What follows belongs to an exercise in optimizing a design on an open flow for small area; a production flow would make more cautious choices.
At most, simulation tests tie the RTL to the original design; equivalence was not proved.
The flow treats the clock pin as an ideal source. Dropping or thinning the clock tree relies on that and would not hold on a real chip.
Power and IR drop assume default switching activity.

v4:
Design top_module, start of the top module:
module top_module(
    input clk,
    input reset,
    input echo,
    input RS232_DTE_RXD,
    output trig,
    output RS232_DTE_TXD,
    output [7:0] led
);
Size in the first run: ~460 cells after synthesis, roughly 4100 um2 of cells after synthesis.
==> module top_module, before the edit <==
module top_module(
    input clk,
    input reset,
    input echo,
    input RS232_DTE_RXD,
    output trig,
    output RS232_DTE_TXD,
    output [7:0] led
);
    localparam [12:0] LZ = 13'd1;
    localparam [12:0] LH = 13'd306;
    localparam [12:0] LT = 13'd4822;
    function [12:0] lstep(input [12:0] s);
        lstep = {s[11:0], s[12] ^ s[2]};
    endfunction
    reg rx_s0, rx_s1;
    always @(posedge clk or posedge reset)
        if (reset) begin
            rx_s0 <= 1'b1;
            rx_s1 <= 1'b1;
        end else begin
            rx_s0 <= RS232_DTE_RXD;
            rx_s1 <= rx_s0;
        end
    reg [3:0]  ri;
    reg [12:0] rc;
    reg        rx_m;    
    reg        rx_b0;   
    reg        usr;     
    wire rx_idle = (ri == 4'd0) || (ri == 4'd11) || (ri == 4'd12) || (ri == 4'd14);
    wire rx_tick = (rc == LT);
    always @(posedge clk) begin
        if (rx_idle)
            rc <= LH;
        else if (rx_tick)
            rc <= LZ;
        else
            rc <= lstep(rc);
    end
    always @(posedge clk) begin
        if (rx_idle)
            rx_m <= 1'b1;
        else if (rx_tick && ri >= 4'd3 && ri <= 4'd9 &&
                 (rx_s1 != (ri == 4'd4 || ri == 4'd8)))
            rx_m <= 1'b0;
        if (rx_tick && ri == 4'd2)
            rx_b0 <= rx_s1;
    end
    always @(posedge clk or posedge reset)
        if (reset) begin
            ri <= 4'd14;
            usr <= 1'b1;
        end else begin
            if (ri == 4'd12 || ri == 4'd13)
                usr <= ~rx_b0;
            else if (ri == 4'd14)
                usr <= 1'b0;
            if (ri == 4'd11) begin
                ri <= rx_s1 ? 4'd12 : 4'd13;
            end else if (ri == 4'd13) begin
                ri <= 4'd1;
            end else if (rx_idle) begin
                ri <= rx_s1 ? 4'd0 : 4'd1;
            end else if (rx_tick) begin
                if (ri == 4'd10)
                    ri <= (rx_s1 && rx_m) ? 4'd11 : 4'd0;
                else if (ri == 4'd1 && rx_s1)
                    ri <= 4'd0;
                else
                    ri <= ri + 4'd1;
            end
        end
    localparam [29:0] K     = 30'd1375;
    localparam [29:0] SS    = 30'd386241428;   
    localparam [29:0] XEND  = 30'd687104;      
    localparam [29:0] NB    = 30'd1073739074;  
    localparam [21:0] WRAPV = 22'd4190179;     
    localparam [2:0] S_FR = 3'b000;   
    localparam [2:0] S_FT = 3'b010;   
    localparam [2:0] S_CN = 3'b001;   
    localparam [2:0] S_W  = 3'b100;   
    localparam [2:0] S_C  = 3'b101;   
    localparam [2:0] S_D  = 3'b110;   
    reg [2:0]  st;
    reg [29:0] sr;
    wire st_f  = (st == S_FR) || (st == S_FT);
    wire st_cn = (st == S_CN);
    wire st_w  = (st == S_W);
    wire st_c  = (st == S_C);
    wire transmit_ready = (st == S_FT);
    wire trig_win = (sr[29:28] == 2'b00);
    wire cn_end = trig_win && ((sr & XEND) == XEND);
    wire wrap = (sr[21:0] == WRAPV);
    wire [7:0] raw_distance = sr[29:22];
    assign trig = st_cn && trig_win;
    always @(posedge clk) begin
        if (st_f)
            sr <= SS;
        else if (st_w || (st_c && echo && wrap))
            sr <= NB;
        else
            sr <= sr + K;
    end
    always @(posedge clk or posedge usr)
        if (usr)
            st <= S_FR;
        else case (st)
            S_FR, S_FT: st <= S_CN;
            S_CN: if (cn_end) st <= S_W;
            S_W:  if (echo) st <= S_C;
            S_C:  if (!echo) st <= S_D;
            S_D:  st <= S_FT;
            default: st <= S_FR;
        endcase
    reg [1:0] fi;
    reg [9:0] acc;
    reg [7:0] avg;
    reg [7:0] filt;
    wire f_clr = transmit_ready && (fi == 2'd3);
    always @(posedge clk or posedge reset)
        if (reset) begin
            fi <= 2'd0;
            acc <= 10'd0;
            avg <= 8'd0;
            filt <= 8'd0;
        end else begin
            acc <= (f_clr ? 10'd0 : acc) + {2'b00, transmit_ready ? raw_distance : 8'd0};
            if (transmit_ready)
                fi <= fi + 2'd1;
            if (f_clr) begin
                avg <= acc[9:2];
                filt <= avg;
            end
        end
    assign led = filt;
    reg [12:0] tc;
    reg [9:0]  tsn;     
    wire tx_tick = (tc == LT);
    always @(posedge clk)
        if (transmit_ready || tx_tick)
            tc <= LZ;
        else
            tc <= lstep(tc);
    always @(posedge clk or posedge reset)
        if (reset)
            tsn <= 10'h000;
        else begin
            if (tx_tick)
                tsn[0] <= tsn[1];
            if (transmit_ready)
                tsn[9:1] <= {~filt, 1'b1};
            else if (tx_tick)
                tsn[9:1] <= {1'b0, tsn[9:2]};
        end
    assign RS232_DTE_TXD = ~tsn[0];
endmodule
clock: 20.0 ns
lec_check: 0
cap_margin: 20
core_margin: 2
core_utilization: 70
slew_margin: 20
standard.sh (not shown) runs the stock make flow with config.mk's settings and CLKGATE_MAP_FILE= SYNTH_SCRIPT=/design/flow/synth_recipe.tcl, a recipe that flattens the netlist after the stock synthesis.
==> flow/flow/run.sh <==
#!/bin/bash
# Layout flow: the standard synthesis, then the combinational logic between
# the standard synthesis's flip-flops is re-mapped for area with a few ABC
# scripts (flip-flops are kept as they are: same cells, same names); the
# smallest result that ABC proves equivalent to the standard netlist is used.
# Then the standard ORFS steps from floorplan to finish, with a small clock
# tree (the clock port drives four leaf buffers) and small port buffers. Each tool writes its output to a log here.
set -euo pipefail
HERE=$(pwd)
RES=$HERE/orfs/results/sky130hd/top_module/base
LIB=$FLOW_HOME/platforms/sky130hd/lib/sky130_fd_sc_hd__tt_025C_1v80.lib
YOSYS=yosys
[ -x $FLOW_HOME/../tools/install/yosys/bin/yosys ] && YOSYS=$FLOW_HOME/../tools/install/yosys/bin/yosys
YABC=$(dirname $(command -v $YOSYS))/yosys-abc

# 1. standard synthesis (synth_recipe.tcl through standard.sh)
bash standard.sh $RES/1_2_yosys.v > log_1_synth.txt 2>&1
cp $RES/1_2_yosys.v $HERE/std_synth.v

# 2. re-map the logic between the flip-flops for area
DU=$(sed -n '/DONT_USE_CELLS += /,/^#/p' $FLOW_HOME/platforms/sky130hd/config.mk \
     | grep -o 'sky130_fd_sc_hd__[a-z0-9_]*' | sed 's/^/-dont_use /' | tr '\n' ' ')
BB="sky130_fd_sc_hd__df* sky130_fd_sc_hd__edf* sky130_fd_sc_hd__sdf* sky130_fd_sc_hd__dl* sky130_fd_sc_hd__conb_1"
# the standard netlist as BLIF for the equivalence check
cat > toblif_std.ys <<EOS
read_liberty -ignore_miss_func -ignore_miss_dir $LIB
read_verilog $HERE/std_synth.v
hierarchy -top $FLOW_TOP
flatten
async2sync
dffunmap
opt_clean
write_blif -gates $HERE/std_synth.blif
EOS
$YOSYS -l log_2_std_blif.txt toblif_std.ys > /dev/null 2>&1
best=""; best_area=""
for s in $HERE/flow/abc/*.abc; do
  n=$(basename $s .abc)
  cat > remap_$n.ys <<EOS
read_liberty -ignore_miss_func -ignore_miss_dir $LIB
blackbox $BB
read_verilog $HERE/std_synth.v
hierarchy -top $FLOW_TOP
flatten
opt -purge
abc -liberty $LIB $DU -script $s
opt_clean -purge
hilomap -singleton -hicell sky130_fd_sc_hd__conb_1 HI -locell sky130_fd_sc_hd__conb_1 LO
splitnets
opt_clean -purge
stat -liberty $LIB
write_verilog -noattr -nohex -nodec $HERE/remap_$n.v
EOS
  $YOSYS -l log_2_remap_$n.txt remap_$n.ys > /dev/null 2>&1 || continue
  a=$(grep 'Chip area' log_2_remap_$n.txt | tail -1 | awk '{print $NF}')
  cat > toblif_$n.ys <<EOS
read_liberty -ignore_miss_func -ignore_miss_dir $LIB
read_verilog $HERE/remap_$n.v
hierarchy -top $FLOW_TOP
flatten
async2sync
dffunmap
opt_clean
write_blif -gates $HERE/remap_$n.blif
EOS
  $YOSYS -l log_2_blif_$n.txt toblif_$n.ys > /dev/null 2>&1 || continue
  $YABC -c "dsec $HERE/std_synth.blif $HERE/remap_$n.blif" > log_2_dsec_$n.txt 2>&1 || true
  if grep -q "Networks are equivalent" log_2_dsec_$n.txt; then
    echo "$n area $a equivalent" >> log_2_choice.txt
    if [ -z "$best" ] || awk "BEGIN{exit !($a < $best_area)}"; then best=$n; best_area=$a; fi
  else
    echo "$n area $a NOT proven" >> log_2_choice.txt
  fi
done
if [ -n "$best" ]; then
  echo "chosen $best $best_area" >> log_2_choice.txt
  cp $HERE/remap_$best.v $RES/1_2_yosys.v
else
  echo "chosen standard" >> log_2_choice.txt
fi

# 3. floorplan to finish
export BUFFER_PORTS_ARGS="-buffer_cell sky130_fd_sc_hd__buf_1"
export CTS_ARGS="-sink_clustering_enable -repair_clock_nets -buf_list sky130_fd_sc_hd__clkbuf_8 -dont_use_dummy_load"
# after CTS, the clock port drives four leaf buffers, each one cluster of flip-flops
export POST_CTS_TCL=$HERE/flow/post_cts.tcl
bash standard.sh > log_3_layout.txt 2>&1
Other scripts of this flow, unchanged in this note and not shown: flow/flow/abc/b9.abc, flow/flow/abc/c4.abc, flow/flow/abc/c7.abc, flow/flow/abc/d1.abc, flow/flow/abc/d2.abc, flow/flow/abc/d4.abc, flow/flow/post_cts.tcl
Modified inputs, v36 compared to v4
diff --git a/flow/design.v b/flow/design.v
--- a/flow/design.v
+++ b/flow/design.v
@@ -135,5 +135,5 @@
     assign led = filt;
     reg [12:0] tc;
-    reg [9:0]  tsn;     
+    reg [9:0]  ts;
     wire tx_tick = (tc == LT);
     always @(posedge clk)
@@ -144,13 +144,13 @@
     always @(posedge clk or posedge reset)
         if (reset)
-            tsn <= 10'h000;
+            ts <= 10'h3ff;
         else begin
             if (tx_tick)
-                tsn[0] <= tsn[1];
+                ts[0] <= ts[1];
             if (transmit_ready)
-                tsn[9:1] <= {~filt, 1'b1};
+                ts[9:1] <= {filt, 1'b0};
             else if (tx_tick)
-                tsn[9:1] <= {1'b0, tsn[9:2]};
+                ts[9:1] <= {1'b1, ts[9:2]};
         end
-    assign RS232_DTE_TXD = ~tsn[0];
+    assign RS232_DTE_TXD = ts[0];
 endmodule
Results
Taking v4 as the reference, in v36 biggest fanout along the worst timing path moved down; number of inverters outside the clock class in the layout saw a decrease; time the final worst path needs with I/O delays and setup has decreased; final standard cell area without fillers comparable; net total in the final layout decreased 17.
Setup slack: v36 more than v4
v4 and v36 ended up with roughly the same internal cell power.
Cell count of the worst reg-to-reg path: v36 < v4
~same first-pass GRT wire length in v36 and v4
v4 -> v36: x dimension of the die flat
Across both runs, number of DRC violations after detailed-routing iteration 0 was lower for v36 than for v4.
v36 vs v4, via count went down by 1.4%.
Placement-stage cell area essentially unchanged between v36 and v4.
Only the layout flow was run in v4; the RTL was not checked for function there. In every run of this note, the design's own scripts or RTL, not TritonCTS, make the clock network.

---

Another version of the RTL of top_module (not shown whole).
Size in the first run: roughly 510 cells after synthesis, roughly 110 flip-flops.
==> module top_module, before the edit <==
module top_module(
    input clk,
    input reset,
    input echo,
    input RS232_DTE_RXD,
    output trig,
    output RS232_DTE_TXD,
    output [7:0] led
);
    localparam [12:0] LZ = 13'd1;
    localparam [12:0] LH = 13'd306;
    localparam [12:0] LT = 13'd4822;
    function [12:0] lstep(input [12:0] s);
        lstep = {s[11:0], s[12] ^ s[2]};
    endfunction
    reg rx_s0, rx_s1;
    always @(posedge clk or posedge reset)
        if (reset) begin
            rx_s0 <= 1'b1;
            rx_s1 <= 1'b1;
        end else begin
            rx_s0 <= RS232_DTE_RXD;
            rx_s1 <= rx_s0;
        end
    reg [3:0]  ri;
    reg [12:0] rc;
    reg        rx_m;    
    reg        rx_b0;   
    reg        usr;     
    wire rx_idle = (ri == 4'd0) || (ri == 4'd11) || (ri == 4'd12) || (ri == 4'd14);
    wire rx_tick = (rc == LT);
    always @(posedge clk) begin
        if (rx_idle)
            rc <= LH;
        else if (rx_tick)
            rc <= LZ;
        else
            rc <= lstep(rc);
    end
    always @(posedge clk) begin
        if (rx_idle)
            rx_m <= 1'b1;
        else if (rx_tick && ri >= 4'd3 && ri <= 4'd9 &&
                 (rx_s1 != (ri == 4'd4 || ri == 4'd8)))
            rx_m <= 1'b0;
        if (rx_tick && ri == 4'd2)
            rx_b0 <= rx_s1;
    end
    always @(posedge clk or posedge reset)
        if (reset) begin
            ri <= 4'd14;
            usr <= 1'b1;
        end else begin
            if (ri == 4'd12 || ri == 4'd13)
                usr <= ~rx_b0;
            else if (ri == 4'd14)
                usr <= 1'b0;
            if (ri == 4'd11) begin
                ri <= rx_s1 ? 4'd12 : 4'd13;
            end else if (ri == 4'd13) begin
                ri <= 4'd1;
            end else if (rx_idle) begin
                ri <= rx_s1 ? 4'd0 : 4'd1;
            end else if (rx_tick) begin
                if (ri == 4'd10)
                    ri <= (rx_s1 && rx_m) ? 4'd11 : 4'd0;
                else if (ri == 4'd1 && rx_s1)
                    ri <= 4'd0;
                else
                    ri <= ri + 4'd1;
            end
        end
    localparam [29:0] K     = 30'd1375;
    localparam [29:0] SS    = 30'd386241428;   
    localparam [29:0] XEND  = 30'd687104;      
    localparam [21:0] WRAPV = 22'd4192929;     
    localparam [2:0] S_FR = 3'b000;   
    localparam [2:0] S_FT = 3'b010;   
    localparam [2:0] S_CN = 3'b001;   
    localparam [2:0] S_W  = 3'b100;   
    localparam [2:0] S_C  = 3'b101;   
    localparam [2:0] S_D  = 3'b110;   
    reg [2:0]  st;
    reg [29:0] sr;
    wire st_f  = (st == S_FR) || (st == S_FT);
    wire st_cn = (st == S_CN);
    wire st_w  = (st == S_W);
    wire st_c  = (st == S_C);
    wire transmit_ready = (st == S_FT);
    wire trig_win = (sr[29:28] == 2'b00);
    wire cn_end = trig_win && ((sr & XEND) == XEND);
    wire wrap = (sr[21:0] == WRAPV);
    wire inc = st_cn || (st_c && echo);
    wire [7:0] raw_distance = sr[29:22];
    assign trig = st_cn && trig_win;
    always @(posedge clk) begin
        if (st_f)
            sr <= SS;
        else if (st_w || (st_c && echo && wrap))
            sr <= 30'd0;
        else
            sr <= sr + (inc ? K : 30'd0);
    end
    always @(posedge clk or posedge usr)
        if (usr)
            st <= S_FR;
        else case (st)
            S_FR, S_FT: st <= S_CN;
            S_CN: if (cn_end) st <= S_W;
            S_W:  if (echo) st <= S_C;
            S_C:  if (!echo) st <= S_D;
            S_D:  st <= S_FT;
            default: st <= S_FR;
        endcase
    reg [1:0] fi;
    reg [9:0] acc;
    reg [7:0] avg;
    reg [7:0] filt;
    always @(posedge clk or posedge reset)
        if (reset) begin
            fi <= 2'd0;
            acc <= 10'd0;
            avg <= 8'd0;
            filt <= 8'd0;
        end else if (transmit_ready) begin
            fi <= fi + 2'd1;
            if (fi == 2'd3) begin
                avg <= acc[9:2];
                filt <= avg;
                acc <= {2'b00, raw_distance};
            end else
                acc <= acc + {2'b00, raw_distance};
        end
    assign led = filt;
    reg [12:0] tc;
    reg [9:0]  ts;
    wire tx_tick = (tc == LT);
    always @(posedge clk)
        if (transmit_ready || tx_tick)
            tc <= LZ;
        else
            tc <= lstep(tc);
    always @(posedge clk or posedge reset)
        if (reset)
            ts <= 10'h3ff;
        else begin
            if (tx_tick)
                ts[0] <= ts[1];
            if (transmit_ready)
                ts[9:1] <= {filt, 1'b0};
            else if (tx_tick)
                ts[9:1] <= {1'b1, ts[9:2]};
        end
    assign RS232_DTE_TXD = ts[0];
endmodule
make LEC_CHECK=0 CAP_MARGIN=20 CORE_MARGIN=2 CORE_UTILIZATION=70 CTS_BUF_LIST=sky130_fd_sc_hd__clkbuf_8 SLEW_MARGIN=20 finish   # period 20.0 ns
run.sh (not shown) runs the stock make flow with config.mk's settings and CLKGATE_MAP_FILE= SYNTH_SCRIPT=/design/flow/synth_recipe.tcl, a recipe that flattens the netlist after the stock synthesis.
Stock flow here: none of the scripts above is used.
Then changed:
--- a/flow/design.v
+++ b/flow/design.v
@@ -23,14 +23,16 @@
             rx_s1 <= rx_s0;
         end
     reg [3:0]  ri;
     reg [12:0] rc;
     reg        rx_m;    
     reg        rx_b0;   
+    reg        me_e;    
+    reg        me;
     reg        usr;     
-    wire rx_idle = (ri == 4'd0) || (ri == 4'd11) || (ri == 4'd12) || (ri == 4'd14);
+    wire rx_idle = (ri == 4'd0);
     wire rx_tick = (rc == LT);
     always @(posedge clk) begin
         if (rx_idle)
             rc <= LH;
         else if (rx_tick)
             rc <= LZ;
@@ -45,33 +47,33 @@
             rx_m <= 1'b0;
         if (rx_tick && ri == 4'd2)
             rx_b0 <= rx_s1;
     end
     always @(posedge clk or posedge reset)
         if (reset) begin
-            ri <= 4'd14;
-            usr <= 1'b1;
+            ri <= 4'd0;
+            me_e <= 1'b1;
         end else begin
-            if (ri == 4'd12 || ri == 4'd13)
-                usr <= ~rx_b0;
-            else if (ri == 4'd14)
-                usr <= 1'b0;
-            if (ri == 4'd11) begin
-                ri <= rx_s1 ? 4'd12 : 4'd13;
-            end else if (ri == 4'd13) begin
-                ri <= 4'd1;
-            end else if (rx_idle) begin
-                ri <= rx_s1 ? 4'd0 : 4'd1;
+            if (rx_idle) begin
+                if (!rx_s1) ri <= 4'd1;
             end else if (rx_tick) begin
-                if (ri == 4'd10)
-                    ri <= (rx_s1 && rx_m) ? 4'd11 : 4'd0;
-                else if (ri == 4'd1 && rx_s1)
+                if (ri == 4'd10 || (ri == 4'd1 && rx_s1))
                     ri <= 4'd0;
                 else
                     ri <= ri + 4'd1;
+                if (ri == 4'd10 && rx_s1 && rx_m)
+                    me_e <= rx_b0;
             end
+        end
+    always @(posedge clk or posedge reset)
+        if (reset) begin
+            me <= 1'b1;
+            usr <= 1'b1;
+        end else begin
+            me <= me_e;
+            usr <= ~me;
         end
     localparam [29:0] K     = 30'd1375;
     localparam [29:0] SS    = 30'd386241428;   
     localparam [29:0] XEND  = 30'd687104;      
     localparam [21:0] WRAPV = 22'd4192929;     
     localparam [2:0] S_FR = 3'b000;   
What happened: Maximum frequency grows by about 1.7%. Cell count shrinks by about 2%. Setup slack gains 0.11 ns. Power shrinks by about 1.6%. Core utilization stays flat. Routed wire length shrinks by 7.1%. Non-clock buffer count does not change. Global-route usage shrinks by 1.5 points.
Only the layout flow was run in the first run of this note; the RTL was not checked for function there.

## re-timing with driven ports
No port has a modelled driver above. Below, the same layouts with a new extraction and two added sets of constraints. Step 1 (the two cells are an assumption about what drives the block):
set clk [get_ports {clk}]
set_driving_cell -lib_cell sky130_fd_sc_hd__clkbuf_16 $clk
set_driving_cell -lib_cell sky130_fd_sc_hd__buf_2 [delete_from_list [all_inputs] $clk]
Step 2 also shifts input and output timing later by t, the mid clock arrival at the registers, as if the neighbouring blocks saw the same clock. a / b / c = no drivers / after step 1 / after step 2; a / b = the first two.
run | t, ns | setup WS [ns] | worst setup path after step 2 | cell pins on the clock port's net
v4 | 0.216 | 14.055 / 14.055 / 14.055 | register to register | 4
v36 | 0.215 | 14.270 / 14.269 / 14.269 | register to register | 4
the first run of note 2 | 0.400 | 13.265 / 13.276 / 12.876 | input to register | 1
the second run of note 2 | 0.403 | 13.377 / 13.386 / 12.982 | input to register | 1
After both steps setup and hold are still met in every run listed. For the second run of note 2, which loses most, drivers alone change the setup slack by +0.009 ns; drivers and shift together by -0.395 ns.
